What follows belongs to an exercise in optimizing a design on an open flow for a short achievable clock period and few clock cycles; a production flow would make more cautious choices. No run shown here included a check of the RTL's function; only the layout flow was run. No activity file was given, so power comes from the tool's default toggle rates.

===== flow/config.mk =====
export PLATFORM = sky130hd
export DESIGN_NAME = mario_cpu
export DESIGN_NICKNAME = mario_cpu
export VERILOG_FILES = /design/flow/design.v
export SDC_FILE = /design/flow/constraint.sdc
export NUM_CORES = 4
export LEC_CHECK = 0
export CAP_MARGIN = 20
export CORE_MARGIN = 2
export CORE_UTILIZATION = 40
export SLEW_MARGIN = 20
export SYNTH_HIERARCHICAL = 1
export SYNTH_MINIMUM_KEEP_SIZE = 0
export TNS_END_PERCENT = 100

===== flow/constraint.sdc =====
create_clock -name core_clock -period 9.0 [get_ports {clock}]
set_input_delay 1.8000 -clock core_clock [delete_from_list [all_inputs] [get_ports {clock}]]
set_output_delay 1.8000 -clock core_clock [all_outputs]
set_load 0.01 [all_outputs]

===== flow/design.v =====
module ks_pg (input a, b, output gn, pn, x);
assign gn = ~(a & b);
assign pn = ~(a | b);
assign x  = a ^ b;
endmodule
module ks_nt (input gh, ph, gl, pl, output gn, pn);
assign gn = ~(gh | (ph & gl));
assign pn = ~(ph & pl);
endmodule
module ks_ni (input ghn, phn, gln, pln, output g, p);
assign g = ~(ghn & (phn | gln));
assign p = ~(phn | pln);
endmodule
module ks_inv (input a, output y);
assign y = ~a;
endmodule
module ks_xor (input a, b, output y);
assign y = a ^ b;
endmodule
module alu_add (
	input  [15:0] a, b,
	input         ci, inv,
	output [15:0] s, sn,
	output        co
);
wire [16:0] g0n, p0n;    
wire [15:0] x;
genvar i;
assign g0n[0] = ~ci;
assign p0n[0] = 1'b1;     
generate
	for (i = 0; i < 16; i = i + 1) begin : pg
		ks_pg u (.a(a[i]), .b(b[i]), .gn(g0n[i+1]), .pn(p0n[i+1]), .x(x[i]));
	end
endgenerate
wire [16:0] g1, p1;
generate
	for (i = 0; i < 17; i = i + 1) begin : l1
		if (i >= 1) begin : n
			ks_ni u (.ghn(g0n[i]), .phn(p0n[i]), .gln(g0n[i-1]), .pln(p0n[i-1]), .g(g1[i]), .p(p1[i]));
		end else begin : t
			ks_inv ug (.a(g0n[i]), .y(g1[i]));
			assign p1[i] = 1'b0;
		end
	end
endgenerate
wire [16:0] g2n, p2n;
generate
	for (i = 0; i < 17; i = i + 1) begin : l2
		if (i >= 2) begin : n
			ks_nt u (.gh(g1[i]), .ph(p1[i]), .gl(g1[i-2]), .pl(p1[i-2]), .gn(g2n[i]), .pn(p2n[i]));
		end else begin : t
			ks_inv ug (.a(g1[i]), .y(g2n[i]));
			ks_inv up (.a(p1[i]), .y(p2n[i]));
		end
	end
endgenerate
wire [16:0] g3, p3;
generate
	for (i = 0; i < 17; i = i + 1) begin : l3
		if (i >= 4) begin : n
			ks_ni u (.ghn(g2n[i]), .phn(p2n[i]), .gln(g2n[i-4]), .pln(p2n[i-4]), .g(g3[i]), .p(p3[i]));
		end else begin : t
			ks_inv ug (.a(g2n[i]), .y(g3[i]));
			ks_inv up (.a(p2n[i]), .y(p3[i]));
		end
	end
endgenerate
wire [16:0] g4n, p4n;
generate
	for (i = 0; i < 17; i = i + 1) begin : l4
		if (i >= 8) begin : n
			ks_nt u (.gh(g3[i]), .ph(p3[i]), .gl(g3[i-8]), .pl(p3[i-8]), .gn(g4n[i]), .pn(p4n[i]));
		end else begin : t
			ks_inv ug (.a(g3[i]), .y(g4n[i]));
			ks_inv up (.a(p3[i]), .y(p4n[i]));
		end
	end
endgenerate
wire [16:0] g5;
generate
	for (i = 0; i < 17; i = i + 1) begin : l5
		if (i >= 16) begin : n
			wire unused_p;
			ks_ni u (.ghn(g4n[i]), .phn(p4n[i]), .gln(g4n[i-16]), .pln(p4n[i-16]), .g(g5[i]), .p(unused_p));
		end else begin : t
			ks_inv ug (.a(g4n[i]), .y(g5[i]));
		end
	end
endgenerate
wire [15:0] xn;
generate
	for (i = 0; i < 16; i = i + 1) begin : sum
		ks_xor u (.a(x[i]), .b(g5[i]), .y(s[i]));
		ks_xor ui (.a(x[i]), .b(inv), .y(xn[i]));
		ks_xor un (.a(xn[i]), .b(g5[i]), .y(sn[i]));
	end
endgenerate
assign co = g5[16];
endmodule
module opmux (
	input  [15:0] r, q,
	input         s_lo, s_hi_n,
	output [15:0] y
);
assign y = {s_hi_n ? q[15:8] : r[15:8], s_lo ? r[7:0] : q[7:0]};
endmodule
module dec_inv (
	input  [3:0] op, ext,
	output       inv
);
wire [3:0] k = (op == 4'h0) ? ext : op;
assign inv = (k == 4'h9) | (k == 4'hA) | (k == 4'hB) | (k == 4'hF);
endmodule
module zbit (input a, b, ap, bp, output t);
assign t = (a ^ b) ~^ (ap | bp);
endmodule
module zbit0 (input a, b, ci, output t);
assign t = (a ^ b) ~^ ci;
endmodule
module nand4m (input a, b, c, d, output y);
assign y = ~(a & b & c & d);
endmodule
module nor4m (input a, b, c, d, output y);
assign y = ~(a | b | c | d);
endmodule
module zero16 (
	input  [15:0] a, b,
	input         ci,
	output        z
);
wire [15:0] t;
wire [3:0] n;
genvar i;
zbit0 b0 (.a(a[0]), .b(b[0]), .ci(ci), .t(t[0]));
generate
	for (i = 1; i < 16; i = i + 1) begin : bits
		zbit u (.a(a[i]), .b(b[i]), .ap(a[i-1]), .bp(b[i-1]), .t(t[i]));
	end
	for (i = 0; i < 4; i = i + 1) begin : grp
		nand4m u (.a(t[4*i]), .b(t[4*i+1]), .c(t[4*i+2]), .d(t[4*i+3]), .y(n[i]));
	end
endgenerate
nor4m top (.a(n[0]), .b(n[1]), .c(n[2]), .d(n[3]), .y(z));
endmodule
module rf_read (
	input  [255:0] rf,
	input  [3:0]   sel,
	output [15:0]  q
);
assign q = rf[16*sel +: 16];
endmodule
module mux16 (
	input  [15:0] a, b,
	input         s,
	output [15:0] y
);
assign y = s ? a : b;
endmodule
module xmux16 (
	input  [15:0] a, b,
	input         s, inv,
	output [15:0] y
);
assign y = s ? (a ^ {16{inv}}) : b;
endmodule
module mario_cpu (
	input clock, reset,
	input up_button, down_button, left_button, right_button,
	input [15:0] mem_rdata,
	output [15:0] mem_addr,
	output [15:0] mem_wdata,
	output mem_we
);
reg [15:0] MA;            
reg        MAd;           
reg        WE;            
reg [15:0] WD;            
reg        vD;            
reg [15:0] pcD;           
reg [15:0] LFA;           
reg        vE;            
reg [15:0] pcE, pcE1;     
reg [7:0]  dispE;         
reg [15:0] A, B;          
reg [3:0]  Bs;            
reg [15:0] AD;            
reg        fA, fB, fS;    
reg        fAn, fBn;      
reg [15:0] RES, RESB;     
reg        RESv;          
reg [3:0]  RESd;
reg [3:0]  dE;            
reg [15:0] csel;          
reg        predE;         
reg        predD;         
reg        LBv;           
reg [15:0] LBpc, LBtgt;
reg [4:0]  FL;            
reg        ci;            
reg        ld1, ld2;      
reg [3:0]  ld1d, ld2d;
reg        hzE;           
reg [255:0] rf;
reg isLD, isST, isJ, isBR, isWAIT, isB1, isB2, isALU;
reg o_add, o_sub, o_cin, o_cmp, o_cmpu, o_and, o_or, o_xor, o_lsh, o_rsh, o_bad;
reg f_zf;
reg o_as;                 
assign mem_addr  = MA;
assign mem_we    = WE;
assign mem_wdata = WD;
wire cond = |(csel & {1'b0, 1'b1, FL[0] | FL[1], ~FL[0] & ~FL[1], FL[3] | FL[1], ~FL[3] & ~FL[1],
                      ~FL[2], FL[2], ~FL[0], FL[0], ~FL[3], FL[3], ~FL[4], FL[4], ~FL[1], FL[1]});
wire exe    = vE & ~hzE;
wire [15:0] BTE = pcE + {{8{dispE[7]}}, dispE};
wire br_tk  = isBR & cond;
wire br_fix = exe & (br_tk ^ predE);
wire j_tk   = exe & isJ & cond;
wire e_rep  = vE & (hzE | isWAIT);      
wire e_redir = br_fix | j_tk | e_rep;
wire memE   = exe & (isLD | isST);
wire early  = e_redir | memE;
wire [15:0] early_val = (j_tk | memE) ? ADe : e_rep ? pcE : br_tk ? BTE : pcE1;
wire [15:0] Ae, Be, Aa, Ba;
opmux op_a  (.r(RES),  .q(A), .s_lo(fA), .s_hi_n(fAn), .y(Ae));
opmux op_b  (.r(RESB), .q(B), .s_lo(fB), .s_hi_n(fBn), .y(Be));
opmux op_aa (.r(RES),  .q(A), .s_lo(fA), .s_hi_n(fAn), .y(Aa));
opmux op_ba (.r(RESB), .q(B), .s_lo(fB), .s_hi_n(fBn), .y(Ba));
wire [3:0]  Bse = fB ? RES[3:0] : Bs;
wire [15:0] ADe = fS ? RES : AD;
wire [15:0] S16, S16n;
wire [16:0] S;
alu_add add (.a(Aa), .b(Ba), .ci(ci), .inv(inv_b1), .s(S16), .sn(S16n), .co(S[16]));
assign S[15:0] = S16;
wire [15:0] sp = Ae ^ Be;
wire [15:0] st = Ae | Be;
wire [15:0] Az, Bz;
opmux op_az (.r(RES),  .q(A), .s_lo(fA), .s_hi_n(fAn), .y(Az));
opmux op_bz (.r(RESB), .q(B), .s_lo(fB), .s_hi_n(fBn), .y(Bz));
wire zero;
zero16 zdet (.a(Az), .b(Bz), .ci(ci), .z(zero));
wire shbig = |Be[15:4];
wire ovf  = (Ae[15] == Be[15]) & (S16[15] != Ae[15]);
wire lt   = o_cmpu ? ~S[16] : (S16[15] ^ ovf);
wire [15:0] shl = shbig ? 16'd0 : Ae << Bse;
wire [15:0] shr = shbig ? 16'd0 : Ae >> Bse;
wire [15:0] res_o =
	({16{o_cmp | o_cmpu}} & Ae) |
	({16{o_and}} & (Ae & Be)) |
	({16{o_or}}  & (Ae | Be)) |
	({16{o_xor}} & (Ae ^ Be)) |
	({16{o_lsh}} & shl) |
	({16{o_rsh}} & shr) |
	({16{isB1}}  & {14'd0, ~up_button, ~down_button}) |
	({16{isB2}}  & {~left_button, {15{~right_button}}});
wire [15:0] res, resb;
mux16 res_m  (.a(S16),  .b(res_o), .s(o_as), .y(res));
mux16 resb_m (.a(S16n), .b(res_o ^ {16{inv_b1}}), .s(o_as), .y(resb));
wire [4:0] fl_new = o_bad ? 5'b11111 :
	{o_sub & ~S[16],
	 (o_cmp | o_cmpu) & lt,
	 f_zf & ovf,
	 (f_zf | o_cmp | o_cmpu) & zero,
	 (o_cmp | o_cmpu) & ~lt & ~zero};
wire wr_e = exe & (isALU | isB1 | isB2);
wire [15:0] w = mem_rdata;
wire [3:0] op = w[15:12], ext = w[7:4], wd = w[11:8], ws = w[3:0];
wire n_isLD = (op == 4'h4) & (ext == 4'h0);
wire n_isST = (op == 4'h4) & (ext == 4'h4);
wire n_isJ  = (op == 4'h4) & (ext == 4'hC);
wire n_isBR = (op == 4'hC);
wire n_isWAIT = (op == 4'h0) & (ext == 4'h0);
wire n_isB1 = (op == 4'h0) & (ext == 4'h4);
wire n_isB2 = (op == 4'h0) & (ext == 4'h8);
wire n_isALU = ~(n_isLD | n_isST | n_isJ | n_isBR | n_isWAIT | n_isB1 | n_isB2);
wire r0 = (op == 4'h0);
wire [3:0] key = r0 ? ext : op;
wire kok = ~r0 ? ((op != 4'h4) & (op != 4'h8) & (op != 4'hC) & (op != 4'hD) & (op != 4'hE)) : 1'b1;
wire n_add  = kok & ((key == 4'h5) | (key == 4'h6) | (key == 4'h7));
wire n_sub  = kok & ((key == 4'h9) | (key == 4'hA));
wire n_cin  = kok & ((key == 4'h7) | (key == 4'hA));
wire n_cmp  = kok & (key == 4'hB);
wire n_cmpu = kok & (key == 4'hF);
wire n_and  = kok & (key == 4'h1);
wire n_or   = kok & (key == 4'h2);
wire n_xor  = kok & (key == 4'h3);
wire n_sh   = (op == 4'h8) & ~ext[3];
wire n_lsh  = n_sh & ~ext[0];
wire n_rsh  = n_sh & ext[0];
wire n_bad  = n_isALU & ~(n_add | n_sub | n_cmp | n_cmpu | n_and | n_or | n_xor | n_sh);
wire n_zf   = kok & ((key == 4'h5) | (key == 4'h7) | (key == 4'h9) | (key == 4'hA));
wire imm8   = op[1] | op[0];
wire imm4   = (op == 4'h8) & (ext[3:2] == 2'b00);
wire n_mem  = n_isLD | n_isST;
wire d_ok = vD & ~e_redir;                         
wire ldE  = exe & isLD;
wire use_d = ~(n_isBR | n_isJ | n_isWAIT | n_isLD);
wire use_s = ~(n_isBR | n_isWAIT | n_isB1 | n_isB2 | imm8 | imm4);
wire hz   = (ldE & ((use_d & (wd == dE)) | (use_s & (ws == dE)))) |
            (ld1 & ((use_d & (wd == ld1d)) | (use_s & (ws == ld1d))));
wire [15:0] rd_d, rd_s;
rf_read read_d (.rf(rf), .sel(wd), .q(rd_d));
rf_read read_s (.rf(rf), .sel(ws), .q(rd_s));
wire rf_d = ~(RESv & (RESd == wd));
wire rf_s = ~(RESv & (RESd == ws));
wire [15:0] va, vs;
mux16 sel_a (.a(rd_d), .b(RES), .s(rf_d), .y(va));
mux16 sel_s (.a(rd_s), .b(RES), .s(rf_s), .y(vs));
wire fw_d = wr_e & (dE == wd);
wire fw_s = wr_e & (dE == ws);
wire [15:0] vb = imm8 ? {8'd0, w[7:0]} : imm4 ? {12'd0, ws} : vs;
wire inv_b, inv_b1, inv_b2;
dec_inv dinv0 (.op(op), .ext(ext), .inv(inv_b));
dec_inv dinv1 (.op(op), .ext(ext), .inv(inv_b1));
dec_inv dinv2 (.op(op), .ext(ext), .inv(inv_b2));
wire [15:0] b_other = (imm8 ? {8'd0, w[7:0]} : imm4 ? {12'd0, ws} : RES) ^ {16{inv_b}};
wire b_rd = ~imm8 & ~imm4 & rf_s;
wire [15:0] b_n;
xmux16 sel_b (.a(rd_s), .b(b_other), .s(b_rd), .inv(inv_b2), .y(b_n));
wire c4 = (exe & isALU) ? fl_new[4] : FL[4];
wire ci_n = inv_b ? ~(n_cin & c4) : (n_cin & c4);
wire hit = LBv & (LFA == LBpc);
wire [15:0] seq = hit ? LBtgt : LFA + 16'd1;
wire [15:0] ma_n = early ? early_val : seq;
wire vd_n = ~MAd & ~e_redir;
always @(posedge clock, negedge reset) begin
	if (!reset) begin
		MA <= 16'd0; LFA <= 16'd0; MAd <= 1'b0; WE <= 1'b0; WD <= 16'd0; hzE <= 1'b0; vD <= 1'b0; pcD <= 16'd0;
		vE <= 1'b0; pcE <= 16'd0; pcE1 <= 16'd0; dispE <= 8'd0;
		A <= 16'd0; B <= 16'd0; fA <= 1'b0; fB <= 1'b0; fAn <= 1'b1; fBn <= 1'b1; fS <= 1'b0; RES <= 16'd0; RESB <= 16'd0; RESv <= 1'b0; RESd <= 4'd0; Bs <= 4'd0; AD <= 16'd0; dE <= 4'd0; csel <= 16'd0; predE <= 1'b0; predD <= 1'b0; LBv <= 1'b0; LBpc <= 16'd0; LBtgt <= 16'd0;
		FL <= 5'd0; ci <= 1'b0; ld1 <= 1'b0; ld1d <= 4'd0; ld2 <= 1'b0; ld2d <= 4'd0;
		isLD <= 1'b0; isST <= 1'b0; isJ <= 1'b0; isBR <= 1'b0; isWAIT <= 1'b0;
		isB1 <= 1'b0; isB2 <= 1'b0; isALU <= 1'b0;
		o_add <= 1'b0; o_sub <= 1'b0; o_cin <= 1'b0; o_cmp <= 1'b0; o_cmpu <= 1'b0;
		o_and <= 1'b0; o_or <= 1'b0; o_xor <= 1'b0; o_lsh <= 1'b0; o_rsh <= 1'b0; o_bad <= 1'b0;
		f_zf <= 1'b0; o_as <= 1'b0;
	end else begin
		MA <= ma_n;
		if (!memE) LFA <= ma_n;
		MAd <= memE;
		WE <= memE & isST;
		WD <= Ae;
		vD <= vd_n;
		pcD <= MA;
		ld1 <= ldE;
		ld1d <= dE;
		ld2 <= ld1;
		ld2d <= ld1d;
		if (exe & isALU) FL <= fl_new;
		vE <= d_ok;
		hzE <= hz;
		pcE <= pcD;
		pcE1 <= pcD + 16'd1;
		dispE <= w[7:0];
		A <= va;
		B <= b_n;
		fA <= fw_d;
		fB <= fw_s & ~(imm8 | imm4);
		fAn <= ~fw_d;
		fBn <= ~(fw_s & ~(imm8 | imm4));
		fS <= fw_s;
		RES <= res;
		RESB <= resb;
		RESv <= wr_e;
		RESd <= dE;
		Bs <= vb[3:0];
		AD <= vs;
		ci <= ci_n;
		dE <= wd;
		csel <= 16'd1 << wd;
		predD <= hit;
		predE <= predD;
		if (exe & br_tk & dispE[7]) begin
			LBv <= 1'b1;
			LBpc <= pcE;
			LBtgt <= BTE;
		end
		isLD <= n_isLD; isST <= n_isST; isJ <= n_isJ; isBR <= n_isBR; isWAIT <= n_isWAIT;
		isB1 <= n_isB1; isB2 <= n_isB2; isALU <= n_isALU;
		o_add <= n_add; o_sub <= n_sub; o_cin <= n_cin; o_cmp <= n_cmp; o_cmpu <= n_cmpu;
		o_and <= n_and; o_or <= n_or; o_xor <= n_xor; o_lsh <= n_lsh; o_rsh <= n_rsh; o_bad <= n_bad;
		f_zf <= n_zf;
		o_as <= n_add | n_sub;
	end
end
genvar g;
generate
	for (g = 0; g < 16; g = g + 1) begin : regs
		always @(posedge clock, negedge reset) begin
			if (!reset) rf[16*g +: 16] <= 16'd0;
			else if (RESv & (RESd == g)) rf[16*g +: 16] <= RES;
			else if (ld2 & (ld2d == g)) rf[16*g +: 16] <= mem_rdata;
		end
	end
endgenerate
endmodule

===== flow/flow/run.sh =====
#!/bin/bash
# The standard layout (bash standard.sh), with extra make settings from
# flow/args.txt: a setup margin that makes repair_timing work below the
# clock period, and the like. Each tool's output goes to its log under orfs/logs;
# make's own output goes to standard_flow.log.
set -euo pipefail
mapfile -t ARGS < <(grep -v '^#' flow/args.txt | grep -v '^$')
bash standard.sh "${ARGS[@]}" finish > standard_flow.log 2>&1

===== flow/flow/args.txt =====
SETUP_SLACK_MARGIN=6.5
ADDER_MAP_FILE=

===== flow/standard.sh =====
#!/bin/bash
# synth_recipe.tcl (not shown) runs the flow's synth.tcl, then flattens the netlist and writes it again
# the make line also repeats each setting of config.mk as NAME=value (left out here)
make -C /OpenROAD-flow-scripts/flow DESIGN_CONFIG=/design/flow/config.mk WORK_HOME=/design/flow/orfs CLKGATE_MAP_FILE= SYNTH_SCRIPT=/design/flow/synth_recipe.tcl "${@:-finish}"

==> out/results.ini, run 1 <==
[status]
status = no timing/DRC/antenna violations

[floorplanning]
fp.dieH_um = 298
core-area_um2 = 85500
initial_core_util_pct = 40.5
rows = 107
io_pins = 55
die_area_um2 = 89000
dieWidth_um = 298

[grt]
grt_pass1_vias = 27800
grt-busiest-layer = met2
use_met1_pct = 38.9
grt_overflow = 0
use_met2_pct = 43.3
antenna_found_initial = 2
grt_max_degree = 163
grt.met3_usage_pct = 7.36
grt_use_total_pct = 28.8
grt_first_pass_wirelength_mm = 192

[clock_network]
cts_tree = done
cts_buffer_depth = 3
clock_sinks = 544
cts-root-buf = clkbuf_16
cts_hold_buf = 0
htreeDepth = 2
numCtsBuffers = 58
clkLatencyLatePin_ns = 0.70
clkTransAtPathRegs_ns = 0.07

[sta]
setup_viol = 0
tightest_slew_ns = 1.07
slew_viol_final = 0
rsz0062_at_grt = true
hold_viol = 0
tns_ns = 0
slew_headroom_pct = 28.2
period_share_pct = 35.2
min_period_ns = 3.17
clock.fmax_mhz = 315
finClkSkew_ns = 0.0594

[power]
p_seq_share_pct = 34.9
swShare_pct = 39.1
p_switching_w = 0.00472
p_comb_share_pct = 44.3
vdd_drop_max_uv = 188
p_per_area_nw_per_um2 = 268
p_clk_share_pct = 20.9
p_int_w = 0.00735
cellLeakagePower_nw = 19.3

[yosys]
netlist_area_um2 = 34600
avgSynthCellArea_um2 = 10.5
yosys_warnings = 7
syn_nets = 3336
synthCells = 3314

[worst_setup_path]
startpoint_type = register
arrival_ns = 3.70
timing_worst_setup_path_type = reg -> reg
worst_ep_required_time_ns = 9.53
critPathCaptureType = register
crit_fanout = 7

[place]
io_buffer_count = 54
gp_congestion = 0.922
dp.final_hpwl_mm = 70.5

[finish]
largest_reg_flops = 256
largest_register = rf
postLayoutCoreUtil_pct = 52.7
layout-drive-gt1-share_pct = 38.4
mostFrequentLayoutCells = dfrtp_1, mux2i_1, nor2_1, nand2_1, a21oi_1
finalNetCount = 3580
final_common_cell = dfrtp_1
syn_to_final_growth_pct = 30.0

[drt]
drtAntennaViolNets = 0
firstDrtPassIters = 5
viasPerCell = 6.14
wire_per_inst_um = 28.0
vias = 29200
wirelength_mm = 133
drtIter0Drc = 3610
drcViolationCount = 0

[job]
drv_cap = 0

[min_path]
hp-class = reg -> reg

-- final timing paths --
| check | startpoint | end | slack, ns | cells after the start |
|---|---|---|---|---|
| min in group asynchronous | reset | rf[223]$_DFFE_PN0P_ | 1.08 | 1 |
| min reg2reg | predD$_DFF_PN0_ | predE$_DFF_PN0_ | 0.37 | 0 |
| max | fAn$_DFF_PN1_ | RESB[2]$_DFF_PN0_ | 5.83 | 10 |
| min | predD$_DFF_PN0_ | predE$_DFF_PN0_ | 0.37 | 0 |
| max in group asynchronous | reset | pcD[1]$_DFF_PN0_ | 6.73 | 3 |
| max reg2reg | fAn$_DFF_PN1_ | RESB[2]$_DFF_PN0_ | 5.83 | 10 |
-- what timing repair did --
item	CTS	global route
pin swaps	156	147
setup endpoints to repair	675	430
buffers inserted	225	65
resized for setup	711	266
cloned	57	7
-- final cells by class --
cell class | count | area, µm²
clock buffers | 92 | 1780
flip-flops and latches | 544 | 13700
repair buffers | 469 | 5940
diodes | 1 | 2.50
inverters | 54 | 211
multi-input cells | 2431 | 21800
well taps | 1144 | 1430
clock inverters | 15 | 206
fillers | 7155 | 40500
-- metal layers --
layer | up-vias | wire, µm
met3 | 419 | 14900
li1 | 12400 | -
met5 | - | 0
met4 | 0 | 7510
met2 | 1767 | 58700
met1 | 14600 | 52000
-- critical path: stages (launching register included) --
cell and delay, ns:
dfstp_4 0.65, buf_12 0.13, mux2_4 0.38, mux4_2 0.49, mux2_4 0.29, a32oi_2 0.14
nor2_1 0.08, a21oi_2 0.17, o211ai_1 0.22, xor2_1 0.21, mux2_4 0.28
-- through the flow --
step | power (W) | hold WS, ns | area, µm² | std cells | setup slack, ns
after floorplan | 0.00717 | 0.331 | 35200 | 3314 | 5.54
after global routing | 0.0126 | 0.370 | 45100 | 4749 | 5.78
after CTS | 0.0116 | 0.361 | 43100 | 4677 | 5.87
final | 0.0121 | 0.366 | 45100 | 4750 | 5.83
after global placement | 0.00839 | 0.336 | 36000 | 4287 | 3.66
after detailed placement | 0.00847 | 0.346 | 36000 | 4288 | 3.58
-- power groups by stage --
stage | Clock, W | Combinational, W | Sequential (W)
after floorplan | 0 | 0.00337 | 0.00379
after global placement | 0 | 0.00421 | 0.00418
after detailed placement | 0 | 0.00429 | 0.00418
after global routing | 0.00265 | 0.00567 | 0.00429
after CTS | 0.00254 | 0.00491 | 0.00416
final | 0.00252 | 0.00535 | 0.00421
==> inputs of run 2 (changes only) <==
--- a/flow/design.v
+++ b/flow/design.v
@@ -112,36 +112,30 @@
 wire [3:0] k = (op == 4'h0) ? ext : op;
 assign inv = (k == 4'h9) | (k == 4'hA) | (k == 4'hB) | (k == 4'hF);
 endmodule
-module zbit (input a, b, ap, bp, output t);
-assign t = (a ^ b) ~^ (ap | bp);
-endmodule
-module zbit0 (input a, b, ci, output t);
-assign t = (a ^ b) ~^ ci;
-endmodule
-module nand4m (input a, b, c, d, output y);
-assign y = ~(a & b & c & d);
-endmodule
-module nor4m (input a, b, c, d, output y);
-assign y = ~(a | b | c | d);
-endmodule
 module zero16 (
 	input  [15:0] a, b,
 	input         ci,
 	output        z
 );
-wire [15:0] t;
-wire [3:0] n;
-genvar i;
-zbit0 b0 (.a(a[0]), .b(b[0]), .ci(ci), .t(t[0]));
-generate
-	for (i = 1; i < 16; i = i + 1) begin : bits
-		zbit u (.a(a[i]), .b(b[i]), .ap(a[i-1]), .bp(b[i-1]), .t(t[i]));
-	end
-	for (i = 0; i < 4; i = i + 1) begin : grp
-		nand4m u (.a(t[4*i]), .b(t[4*i+1]), .c(t[4*i+2]), .d(t[4*i+3]), .y(n[i]));
-	end
-endgenerate
-nor4m top (.a(n[0]), .b(n[1]), .c(n[2]), .d(n[3]), .y(z));
+wire [15:0] t = (a ^ b) ~^ {a[14:0] | b[14:0], ci};
+assign z = &t;
+endmodule
+module brfix (
+	input  zero, zok, bad, fe, z_old, w0, pr, zc, ec, ok,
+	output fix
+);
+wire z = fe ? (bad | (zok & zero)) : z_old;
+assign fix = ok & (zc ? (z ^ w0 ^ pr) : (ec & (~w0 ^ pr)));
+endmodule
+module bt_calc (
+	input  [15:0] pc,
+	input  [7:0]  d,
+	output [15:0] t
+);
+wire [8:0] lo = {1'b0, pc[7:0]} + {1'b0, d};
+wire [7:0] hm = pc[15:8] - 8'd1;
+wire [7:0] hp = pc[15:8] + 8'd1;
+assign t = {d[7] ? (lo[8] ? pc[15:8] : hm) : (lo[8] ? hp : pc[15:8]), lo[7:0]};
 endmodule
 module rf_read (
 	input  [255:0] rf,
@@ -191,9 +185,10 @@
 reg        RESv;          
 reg [3:0]  RESd;
 reg [3:0]  dE;            
-reg [15:0] csel;          
+reg        condE;         
 reg        predE;         
 reg        predD;         
+reg        resE;          
 reg        LBv;           
 reg [15:0] LBpc, LBtgt;
 reg [4:0]  FL;            
@@ -209,12 +204,11 @@
 assign mem_addr  = MA;
 assign mem_we    = WE;
 assign mem_wdata = WD;
-wire cond = |(csel & {1'b0, 1'b1, FL[0] | FL[1], ~FL[0] & ~FL[1], FL[3] | FL[1], ~FL[3] & ~FL[1],
-                      ~FL[2], FL[2], ~FL[0], FL[0], ~FL[3], FL[3], ~FL[4], FL[4], ~FL[1], FL[1]});
+wire cond = condE;
 wire exe    = vE & ~hzE;
 wire [15:0] BTE = pcE + {{8{dispE[7]}}, dispE};
 wire br_tk  = isBR & cond;
-wire br_fix = exe & (br_tk ^ predE);
+wire br_fix = exe & ~resE & (br_tk ^ predE);
 wire j_tk   = exe & isJ & cond;
 wire e_rep  = vE & (hzE | isWAIT);      
 wire e_redir = br_fix | j_tk | e_rep;
@@ -293,6 +287,10 @@
 wire imm4   = (op == 4'h8) & (ext[3:2] == 2'b00);
 wire n_mem  = n_isLD | n_isST;
 wire d_ok = vD & ~e_redir;                         
+wire [4:0] FLx = (exe & isALU) ? fl_new : FL;
+wire [15:0] csel_n = 16'd1 << wd;
+wire cond_n = |(csel_n & {1'b0, 1'b1, FLx[0] | FLx[1], ~FLx[0] & ~FLx[1], FLx[3] | FLx[1], ~FLx[3] & ~FLx[1],
+                          ~FLx[2], FLx[2], ~FLx[0], FLx[0], ~FLx[3], FLx[3], ~FLx[4], FLx[4], ~FLx[1], FLx[1]});
 wire ldE  = exe & isLD;
 wire use_d = ~(n_isBR | n_isJ | n_isWAIT | n_isLD);
 wire use_s = ~(n_isBR | n_isWAIT | n_isB1 | n_isB2 | imm8 | imm4);
@@ -319,15 +317,32 @@
 xmux16 sel_b (.a(rd_s), .b(b_other), .s(b_rd), .inv(inv_b2), .y(b_n));
 wire c4 = (exe & isALU) ? fl_new[4] : FL[4];
 wire ci_n = inv_b ? ~(n_cin & c4) : (n_cin & c4);
+wire fl_e  = exe & isALU;                          
+wire zc    = (wd[3:1] == 3'b000);
+wire ec    = (wd[3:1] == 3'b111);
+wire br_ok = d_ok & n_isBR & ~memE;
+wire res_d = br_ok & (zc | ec);
+wire fix_ma, fix_lfa, fix_d;
+brfix bf_ma  (.zero(zero), .zok(f_zf | o_cmp | o_cmpu), .bad(o_bad), .fe(fl_e), .z_old(FL[1]),
+              .w0(wd[0]), .pr(predD), .zc(zc), .ec(ec), .ok(br_ok), .fix(fix_ma));
+brfix bf_lfa (.zero(zero), .zok(f_zf | o_cmp | o_cmpu), .bad(o_bad), .fe(fl_e), .z_old(FL[1]),
+              .w0(wd[0]), .pr(predD), .zc(zc), .ec(ec), .ok(br_ok), .fix(fix_lfa));
+brfix bf_d   (.zero(zero), .zok(f_zf | o_cmp | o_cmpu), .bad(o_bad), .fe(fl_e), .z_old(FL[1]),
+              .w0(wd[0]), .pr(predD), .zc(zc), .ec(ec), .ok(br_ok), .fix(fix_d));
+wire [15:0] bt_d;
+bt_calc btc (.pc(pcD), .d(w[7:0]), .t(bt_d));
+wire [15:0] d_tgt = predD ? pcD + 16'd1 : bt_d;
 wire hit = LBv & (LFA == LBpc);
 wire [15:0] seq = hit ? LBtgt : LFA + 16'd1;
-wire [15:0] ma_n = early ? early_val : seq;
-wire vd_n = ~MAd & ~e_redir;
+wire [15:0] ma_n, lfa_n;
+mux16 ma_m  (.a(d_tgt), .b(early ? early_val : seq), .s(fix_ma), .y(ma_n));
+mux16 lfa_m (.a(d_tgt), .b(memE ? LFA : early ? early_val : seq), .s(fix_lfa), .y(lfa_n));
+wire vd_n = ~MAd & ~e_redir & ~fix_d;
 always @(posedge clock, negedge reset) begin
 	if (!reset) begin
 		MA <= 16'd0; LFA <= 16'd0; MAd <= 1'b0; WE <= 1'b0; WD <= 16'd0; hzE <= 1'b0; vD <= 1'b0; pcD <= 16'd0;
 		vE <= 1'b0; pcE <= 16'd0; pcE1 <= 16'd0; dispE <= 8'd0;
-		A <= 16'd0; B <= 16'd0; fA <= 1'b0; fB <= 1'b0; fAn <= 1'b1; fBn <= 1'b1; fS <= 1'b0; RES <= 16'd0; RESB <= 16'd0; RESv <= 1'b0; RESd <= 4'd0; Bs <= 4'd0; AD <= 16'd0; dE <= 4'd0; csel <= 16'd0; predE <= 1'b0; predD <= 1'b0; LBv <= 1'b0; LBpc <= 16'd0; LBtgt <= 16'd0;
+		A <= 16'd0; B <= 16'd0; fA <= 1'b0; fB <= 1'b0; fAn <= 1'b1; fBn <= 1'b1; fS <= 1'b0; RES <= 16'd0; RESB <= 16'd0; RESv <= 1'b0; RESd <= 4'd0; Bs <= 4'd0; AD <= 16'd0; dE <= 4'd0; condE <= 1'b0; predE <= 1'b0; predD <= 1'b0; resE <= 1'b0; LBv <= 1'b0; LBpc <= 16'd0; LBtgt <= 16'd0;
 		FL <= 5'd0; ci <= 1'b0; ld1 <= 1'b0; ld1d <= 4'd0; ld2 <= 1'b0; ld2d <= 4'd0;
 		isLD <= 1'b0; isST <= 1'b0; isJ <= 1'b0; isBR <= 1'b0; isWAIT <= 1'b0;
 		isB1 <= 1'b0; isB2 <= 1'b0; isALU <= 1'b0;
@@ -336,7 +351,7 @@
 		f_zf <= 1'b0; o_as <= 1'b0;
 	end else begin
 		MA <= ma_n;
-		if (!memE) LFA <= ma_n;
+		LFA <= lfa_n;
 		MAd <= memE;
 		WE <= memE & isST;
 		WD <= Ae;
@@ -367,7 +382,8 @@
 		AD <= vs;
 		ci <= ci_n;
 		dE <= wd;
-		csel <= 16'd1 << wd;
+		condE <= cond_n;
+		resE <= res_d;
 		predD <= hit;
 		predE <= predD;
 		if (exe & br_tk & dispE[7]) begin
==> run 2 against run 1 <==
  * Sequential share of layout area is 0.73 points lower
  * Global-route usage down 0.31 points
  * Critical path depth up 6
  * Via count grew 5.0%
  * Cell count is 3.9% higher
  * Maximum frequency shrank 22%
  * Largest cell class unchanged
==> out/results.ini, run 2 <==
[status]
status = no timing/DRC/antenna violations

[worst_setup_path]
critical_path_cell_count = 16  ; +6
path_buf_inv = 4  ; +3
slowest_stage = dfrtp_4
cp_top_family = multiplexers
timing_worst_setup_path_type = reg -> reg
slowest_delay_ns = 0.52  ; -0.13 ns
worst_ep_required_time_ns = 9.52  ; about the same
critPathCaptureType = register
crit_chain = buf_12 -> buf_4 -> mux2_4 -> xnor2_1 -> and4b_1 -> a311oi_1 -> or4_4 -> nor4_4 -> buf_6 -> buf_6 -> a2111oi_4 -> o21ai_1 -> a21boi_2 -> mux4_2 -> mux2i_2 -> xor2_1
arrival_ns = 4.58  ; +0.88 ns
ff2ff_path_depth = 16  ; +6
startpoint_type = register
cp_common_cell = buf_6
crit_fanout = 7  ; unchanged

[sta]
tightest_slew_ns = 1.11  ; +0.0331 ns
hold_viol = 0  ; unchanged
tns_ns = 0  ; unchanged
slew_headroom_pct = 26.0  ; -2.2 points
rsz0062_at_grt = true
finClkSkew_ns = 0.0417  ; -0.0177 ns
setup_viol = 0  ; unchanged
min_period_ns = 4.06  ; +0.887 ns
clock.fmax_mhz = 246  ; -22%
slew_viol_final = 0  ; unchanged
period_share_pct = 45.1  ; +9.9 points

[clock_network]
cts_buffer_depth = 3  ; unchanged
clock_sinks = 531  ; -2.4%
clkTransAtPathRegs_ns = 0.06  ; about the same
cts-root-buf = clkbuf_16
cts_tree = done
clkLatencyLatePin_ns = 0.63  ; -0.07 ns
cts_hold_buf = 0  ; unchanged
numCtsBuffers = 66  ; +14%
htreeDepth = 3  ; +1

[power]
cellLeakagePower_nw = 18.9  ; -1.9%
p_comb_share_pct = 44.7  ; +0.4 points
p_switching_w = 0.00514  ; +9.0%
swShare_pct = 40.1  ; +1.0 points
p_seq_share_pct = 33.7  ; -1.2 points
p_clk_share_pct = 21.5  ; +0.6 points
p_per_area_nw_per_um2 = 285  ; +6.3%
p_int_w = 0.00768  ; +4.5%
vdd_drop_max_uv = 191  ; +1.8%

[finish]
layout-drive-gt1-share_pct = 33.0  ; -5.3 points
largest_register = rf
largest_reg_flops = 256  ; unchanged
mostFrequentLayoutCells = dfrtp_1, nand2_1, nor2_1, mux2i_1, a21oi_1
syn_to_final_growth_pct = 24.2
finalNetCount = 3734  ; +4.3%
final_common_cell = dfrtp_1
stdcell_area_um2 = 45000  ; about the same

[place]
dp.final_hpwl_mm = 78.0  ; +11%
place_area_um2 = 37600  ; +4.4%
gp_congestion = 0.929  ; +0.73%
io_buffer_count = 54  ; unchanged

[drt]
drtIter0Drc = 3311  ; -8.3%
drcViolationCount = 0  ; unchanged
vias = 30600  ; +5.0%
firstDrtPassIters = 8  ; +3
drtAntennaViolNets = 0  ; unchanged
wire_per_inst_um = 27.7  ; -1.2%
wirelength_mm = 137  ; +2.7%
viasPerCell = 6.20  ; +1.0%

[yosys]
netlist_area_um2 = 36200  ; +4.6%
avgSynthCellArea_um2 = 10.1  ; -3.2%
syn_nets = 3601  ; +7.9%
synthCells = 3579  ; +8.0%
yosys_warnings = 7  ; unchanged

[floorplanning]
io_pins = 55  ; unchanged
die_area_um2 = 93000  ; +4.5%
rows = 110  ; +2.8%
core-area_um2 = 89900  ; +5.1%
dieWidth_um = 305  ; +2.2%
initial_core_util_pct = 40.3  ; -0.18 points
fp.dieH_um = 305  ; +2.2%

[grt]
grt_use_total_pct = 28.5  ; -0.31 points
grt_pass1_vias = 29100  ; +4.6%
grt_first_pass_wirelength_mm = 199  ; +3.7%
grt_max_degree = 144  ; -12%
antenna_found_initial = 7  ; +5
grt_overflow = 0  ; unchanged

[min_path]
holdPathStages = 1  ; +1
hp-class = reg -> reg

[job]
drv_cap = 0  ; unchanged

-- run 2: cell count changes in the layout (fill, tap and decap cells not counted), sizes merged, moves of 11 or more --
cell   delta
buf     -102
dfrtp    -13
inv      +14
nand2    +51
mux2     +28
nor2     +17
xor2     +14
nor3     +19
mux2i    -25
or3      +11
o21ai    +14
nand3    +12
-- run 2: path summary, 6_finish.rpt --
path                                  endpoint           from  slack, ns
max                            condE$_DFF_PN0_   fB$_DFF_PN0_       4.94
min                               vD$_DFF_PN0_  MAd$_DFF_PN0_       0.40
max reg2reg                    condE$_DFF_PN0_   fB$_DFF_PN0_       4.94
min reg2reg                       vD$_DFF_PN0_  MAd$_DFF_PN0_       0.40
max in group asynchronous     pcE[5]$_DFF_PN0_          reset       6.71
min in group asynchronous  rf[199]$_DFFE_PN0P_          reset       1.16
-- run 2: routing by layer --
layer | vias to the layer above | GRT usage (%) | routed length, µm
li1 | 13200 | - | -
met1 | 15300 | 38.3 | 54900
met2 | 1734 | 43.7 | 60900
met3 | 395 | 6.06 | 13300
met4 | 2 | 14.2 | 7630
met5 | - | 0 | 17
-- run 2: worst register-to-register path, delay by kind of cell (launching register included) --
| kind | cells | cell delay [ns] |
|---|---|---|
| multiplexers | 3 | 0.98 |
| AO/OA/AOI/OAI | 4 | 0.90 |
| buffers and inverters | 4 | 0.60 |
| flip-flops | 1 | 0.52 |
| AND/OR/NAND/NOR | 3 | 0.48 |
| XOR/XNOR | 2 | 0.47 |
-- run 2: final cells by class --
class | count | area [µm²]
clock inverters | 25 | 303
multi-input cells | 2678 | 23000
inverters | 65 | 254
clock buffers | 91 | 1920
repair buffers | 370 | 4780
flip-flops and latches | 531 | 13300
fillers | 7870 | 44900
well taps | 1176 | 1470
diodes | 1 | 2.50
-- run 2: per-stage QoR --
| step | hold WS (ns) | power [W] | util, % | cells | setup slack [ns] |
|---|---|---|---|---|---|
| finish | 0.403 | 0.0128 | 50.1 | 4937 | 4.94 |
| global route | 0.425 | 0.0134 | 50.1 | 4936 | 4.83 |
| CTS | 0.405 | 0.0125 | 48.8 | 4886 | 4.98 |
| detailed placement | 0.397 | 0.00927 | 41.8 | 4577 | 3.94 |
| global placement | 0.399 | 0.00918 | 41.8 | 4577 | 3.91 |
| floorplan | 0.352 | 0.00773 | - | 3579 | 5.39 |
-- run 2: repair_timing --
item,in CTS,in global routing
resized for setup,574,163
pin swaps,83,89
setup endpoints to repair,538,385
setup buffers,148,45
gates cloned,45,5
-- run 2: power by group through the flow --
| stage | clock (W) | sequential [W] | combinational, W |
|---|---|---|---|
| CTS | 0.00279 | 0.00427 | 0.00542 |
| global placement | 0 | 0.00428 | 0.00490 |
| finish | 0.00276 | 0.00432 | 0.00574 |
| global route | 0.00291 | 0.00441 | 0.00610 |
| detailed placement | 0 | 0.00429 | 0.00498 |
| floorplan | 0 | 0.00383 | 0.00390 |

-- static timing again, ports no longer ideal --
Ports are ideal in the flow. The routed layouts listed here were re-timed in OpenROAD.
Step 1: set_driving_cell puts a clkbuf_16 on clock and a buf_2 on each other input, an assumption about the parent block.
Step 2 times the ports against the registers' clock, not the clock port: input delays grow and output delays shrink by t, the midpoint of the rising clock arrivals with the driver on.
Three values: ideal, step 1, step 2; two values: the first two.
run | t, ns | setup slack, ns | worst setup path after step 2 | worst register clock-pin slew, ns | pins driven straight from the clock port
run 1 | 0.737 | 5.830 / 5.563 / 4.826 | input to register | 0.07 / 0.07 | 1
run 2 | 0.673 | 4.943 / 4.943 / 4.732 | input to register | 0.06 / 0.06 | 1
After both steps setup and hold are still met in every run listed. The setup slack of run 1, which loses most, moves by -0.267 ns with the drivers and by -1.004 ns with both steps.
